This design comes from an exercise in tuning for small area, a short achievable clock period and few clock cycles per item on the open sky130 flow, not from production work.
Power figures rest on the tool's default switching activity, not on a simulated workload.

==> flow/design.v <==
module master_dma (
    input  wire        clk,
    input  wire        reset,
    input  wire        trigger,
    input  wire [4:0]  length,
    input  wire [31:0] source_address,
    input  wire [31:0] destination_address,
    output wire        done,
    output wire [31:0] ARADDR,
    output wire        ARVALID,
    input  wire        ARREADY,
    input  wire [31:0] RDATA,
    input  wire        RVALID,
    output wire        RREADY,
    output wire [31:0] AWADDR,
    output wire        AWVALID,
    input  wire        AWREADY,
    output wire [31:0] WDATA,
    output wire        WVALID,
    input  wire        WREADY,
    input  wire        BVALID,
    output wire        BREADY
);
wire [2:0] words = length[4:2];
reg       started;      
reg       done_r;       
reg       b_is_last;    
reg [2:0] b_count;      
wire active = started | trigger;
addr_channel u_ar (.clk(clk), .reset(reset), .base(source_address), .words(words),
                   .active(active), .started(started), .ready(ARREADY),
                   .valid(ARVALID), .addr(ARADDR));
addr_channel u_aw (.clk(clk), .reset(reset), .base(destination_address), .words(words),
                   .active(active), .started(started), .ready(AWREADY),
                   .valid(AWVALID), .addr(AWADDR));
assign WVALID = RVALID & started;
assign WDATA  = RDATA;
assign RREADY = WREADY;
assign BREADY = 1'b1;
wire b_last = BVALID & b_is_last;
assign done = done_r | b_last;
wire [2:0] b_count_next = b_count + {2'd0, BVALID};
always @(posedge clk) begin
    if (reset) begin
        started   <= 1'b0;
        done_r    <= 1'b0;
        b_count   <= 3'd0;
    end else begin
        if (trigger)
            started <= 1'b1;
        if (b_last)
            done_r <= 1'b1;
        b_count   <= b_count_next;
    end
end
always @(posedge clk)
    b_is_last <= (b_count_next + 3'd1 == words);
endmodule
module addr_channel (
    input  wire        clk,
    input  wire        reset,
    input  wire [31:0] base,
    input  wire [2:0]  words,
    input  wire        active,
    input  wire        started,
    input  wire        ready,
    output wire        valid,
    output wire [31:0] addr
);
localparam GROUP = 27;                  
localparam NG = (27 + GROUP - 1) / GROUP;
reg           left;                     
reg  [2:0]    low;                      
reg  [NG-1:0] gcarry;                   
assign valid = left & active;
wire   accept = valid & ready;
assign addr[1:0] = base[1:0];
assign addr[4:2] = started ? low : base[4:2];
wire [2:0] low_next = addr[4:2] + {2'd0, accept};
wire [2:0] low_end  = base[4:2] + words;
wire       carry_next = gcarry[0] | (accept & (&addr[4:2]));
genvar k, g;
generate
    for (k = 5; k < 32; k = k + 1) begin : g_inc
        if ((k - 5) % GROUP == 0) begin : g_first
            assign addr[k] = base[k] ^ gcarry[(k - 5) / GROUP];
        end else begin : g_rest
            assign addr[k] = base[k] ^ (gcarry[(k - 5) / GROUP] & (&base[k-1:5 + GROUP * ((k - 5) / GROUP)]));
        end
    end
    for (g = 0; g < NG; g = g + 1) begin : g_carry
        wire next;
        if (g == 0) begin : g_low
            assign next = carry_next;
        end else begin : g_high
            assign next = carry_next & (&base[5 + GROUP * g - 1:5]);
        end
        always @(posedge clk) begin
            if (reset)
                gcarry[g] <= 1'b0;
            else
                gcarry[g] <= next;
        end
    end
endgenerate
always @(posedge clk)
    low <= low_next;
always @(posedge clk) begin
    if (reset)
        left <= 1'b1;
    else if (accept && low_next == low_end)
        left <= 1'b0;
end
endmodule
module dma_top (
    input  wire        clk,
    input  wire        reset,
    input  wire        trigger,
    input  wire [4:0]  length,
    input  wire [31:0] source_address,
    input  wire [31:0] destination_address,
    output wire        done,
    output wire [31:0] ARADDR,
    output wire        ARVALID,
    input  wire        ARREADY,
    input  wire [31:0] RDATA,
    input  wire        RVALID,
    output wire        RREADY,
    output wire [31:0] AWADDR,
    output wire        AWVALID,
    input  wire        AWREADY,
    output wire [31:0] WDATA,
    output wire        WVALID,
    input  wire        WREADY,
    input  wire        BVALID,
    output wire        BREADY
);
master_dma u_dma (
    .clk(clk),
    .reset(reset),
    .trigger(trigger),
    .length(length),
    .source_address(source_address),
    .destination_address(destination_address),
    .done(done),
    .ARADDR(ARADDR),
    .ARVALID(ARVALID),
    .ARREADY(ARREADY),
    .RDATA(RDATA),
    .RVALID(RVALID),
    .RREADY(RREADY),
    .AWADDR(AWADDR),
    .AWVALID(AWVALID),
    .AWREADY(AWREADY),
    .WDATA(WDATA),
    .WVALID(WVALID),
    .WREADY(WREADY),
    .BVALID(BVALID),
    .BREADY(BREADY)
);
endmodule
export LEC_CHECK = 0
export CAP_MARGIN = 20
export CORE_MARGIN = 2
export CORE_UTILIZATION = 45
export SETUP_SLACK_MARGIN = 1.3
export SLEW_MARGIN = 20
create_clock -name core_clock -period 3.5 [get_ports {clk}]
standard.sh (not shown) runs the stock make flow with config.mk's settings and CLKGATE_MAP_FILE= SYNTH_SCRIPT=/design/flow/synth_recipe.tcl, a recipe that flattens the netlist after the stock synthesis.
==> flow/flow/run.sh <==
#!/bin/bash
# ORFS layout with two changes from the standard one:
#  - synthesis maps the logic with a plain delay-oriented ABC script (no
#    full/half-adder extraction, no ABC buffering or resizing); everything else
#    in synthesis, including the registers, is the standard synthesis;
#  - the port buffers are the smallest buffer cell.
set -euo pipefail
here=$(pwd)
rm -rf "$here/scripts_abc"
cp -r "$FLOW_HOME/scripts" "$here/scripts_abc"
printf '&get -n\n&st\n&dch\n&nf -p\n&put\n' > "$here/scripts_abc/abc_speed.script"
bash standard.sh "SCRIPTS_DIR=$here/scripts_abc" 'ADDER_MAP_FILE=' synth > synth.log 2>&1
bash standard.sh 'BUFFER_PORTS_ARGS=-buffer_cell sky130_fd_sc_hd__buf_1' finish > layout.log 2>&1
The first run passed the timing, design-rule and antenna checks.
Then changed:
--- a/flow/design.v
+++ b/flow/design.v
@@ -25,12 +25,11 @@
 reg       started;      
 reg       done_r;       
-reg       b_is_last;    
-reg [2:0] b_count;      
+reg [2:0] b_left;       
 wire active = started | trigger;
 addr_channel u_ar (.clk(clk), .reset(reset), .base(source_address), .words(words),
-                   .active(active), .started(started), .ready(ARREADY),
+                   .active(active), .ready(ARREADY),
                    .valid(ARVALID), .addr(ARADDR));
 addr_channel u_aw (.clk(clk), .reset(reset), .base(destination_address), .words(words),
-                   .active(active), .started(started), .ready(AWREADY),
+                   .active(active), .ready(AWREADY),
                    .valid(AWVALID), .addr(AWADDR));
 assign WVALID = RVALID & started;
@@ -38,12 +37,10 @@
 assign RREADY = WREADY;
 assign BREADY = 1'b1;
-wire b_last = BVALID & b_is_last;
+wire b_last = BVALID & (b_left == 3'd1);
 assign done = done_r | b_last;
-wire [2:0] b_count_next = b_count + {2'd0, BVALID};
 always @(posedge clk) begin
     if (reset) begin
-        started   <= 1'b0;
-        done_r    <= 1'b0;
-        b_count   <= 3'd0;
+        started <= 1'b0;
+        done_r  <= 1'b0;
     end else begin
         if (trigger)
@@ -51,9 +48,8 @@
         if (b_last)
             done_r <= 1'b1;
-        b_count   <= b_count_next;
     end
 end
 always @(posedge clk)
-    b_is_last <= (b_count_next + 3'd1 == words);
+    b_left <= started ? b_left - {2'd0, BVALID} : words;
 endmodule
 module addr_channel (
@@ -63,12 +59,12 @@
     input  wire [2:0]  words,
     input  wire        active,
-    input  wire        started,
     input  wire        ready,
     output wire        valid,
     output wire [31:0] addr
 );
-localparam GROUP = 27;                  
+localparam GROUP = 4;                   
 localparam NG = (27 + GROUP - 1) / GROUP;
 reg           left;                     
+reg           issued;                   
 reg  [2:0]    low;                      
 reg  [NG-1:0] gcarry;                   
@@ -76,5 +72,5 @@
 wire   accept = valid & ready;
 assign addr[1:0] = base[1:0];
-assign addr[4:2] = started ? low : base[4:2];
+assign addr[4:2] = issued ? low : base[4:2];
 wire [2:0] low_next = addr[4:2] + {2'd0, accept};
 wire [2:0] low_end  = base[4:2] + words;
@@ -106,4 +102,10 @@
 always @(posedge clk)
     low <= low_next;
+always @(posedge clk) begin
+    if (reset)
+        issued <= 1'b0;
+    else if (valid)
+        issued <= 1'b1;
+end
 always @(posedge clk) begin
     if (reset)
Result: The changed run produced a clean layout; core utilization is lower by 33 points; count of clock-buffer cells in the layout is higher by 2; non-clock buffer count is lower by 56; worst setup slack is better by 0.75 ns; sequential power is higher by 67%; clock power is higher by 57%; total power is higher by 20%; register-to-register slack is better by 0.28 ns; wire length is lower by about 40%; design area is lower by 28%; synthesized area is higher by about 12%; maximum frequency is higher by 35%.
No functional check of the RTL was part of any run of this note.

## separate check: timing with driven ports
The results above use ideal ports. As a check the final layouts listed here were re-extracted and re-timed, cells and wires unchanged. Step 1 (the two cells are an assumption about what drives the block):
set clk [get_ports {clk}]
set_driving_cell -lib_cell sky130_fd_sc_hd__clkbuf_16 $clk
set_driving_cell -lib_cell sky130_fd_sc_hd__buf_2 [delete_from_list [all_inputs] $clk]
Step 2 adds t to the input delays and takes it off the output delays; t is the mean of the earliest and latest rising clock arrival at the registers after step 1. Input paths then give back, and output paths get back, about the clock's delay inside the block. Slacks: no drivers / after step 1 / after step 2; pairs: no drivers / after step 1.
| run | t (ns) | setup WS [ns] | hold slack, ns |
|---|---|---|---|
| the first run | 0.274 | 0.568 / 0.509 / 0.509 | 0.482 / 0.482 / 0.482 |
| the second run | 0.302 | 1.323 / 1.297 / 1.203 | 0.480 / 0.480 / 0.480 |
After both steps setup and hold are still met in every run listed. The setup slack of the second run, which loses most, moves by -0.026 ns with the drivers and by -0.120 ns with both steps.
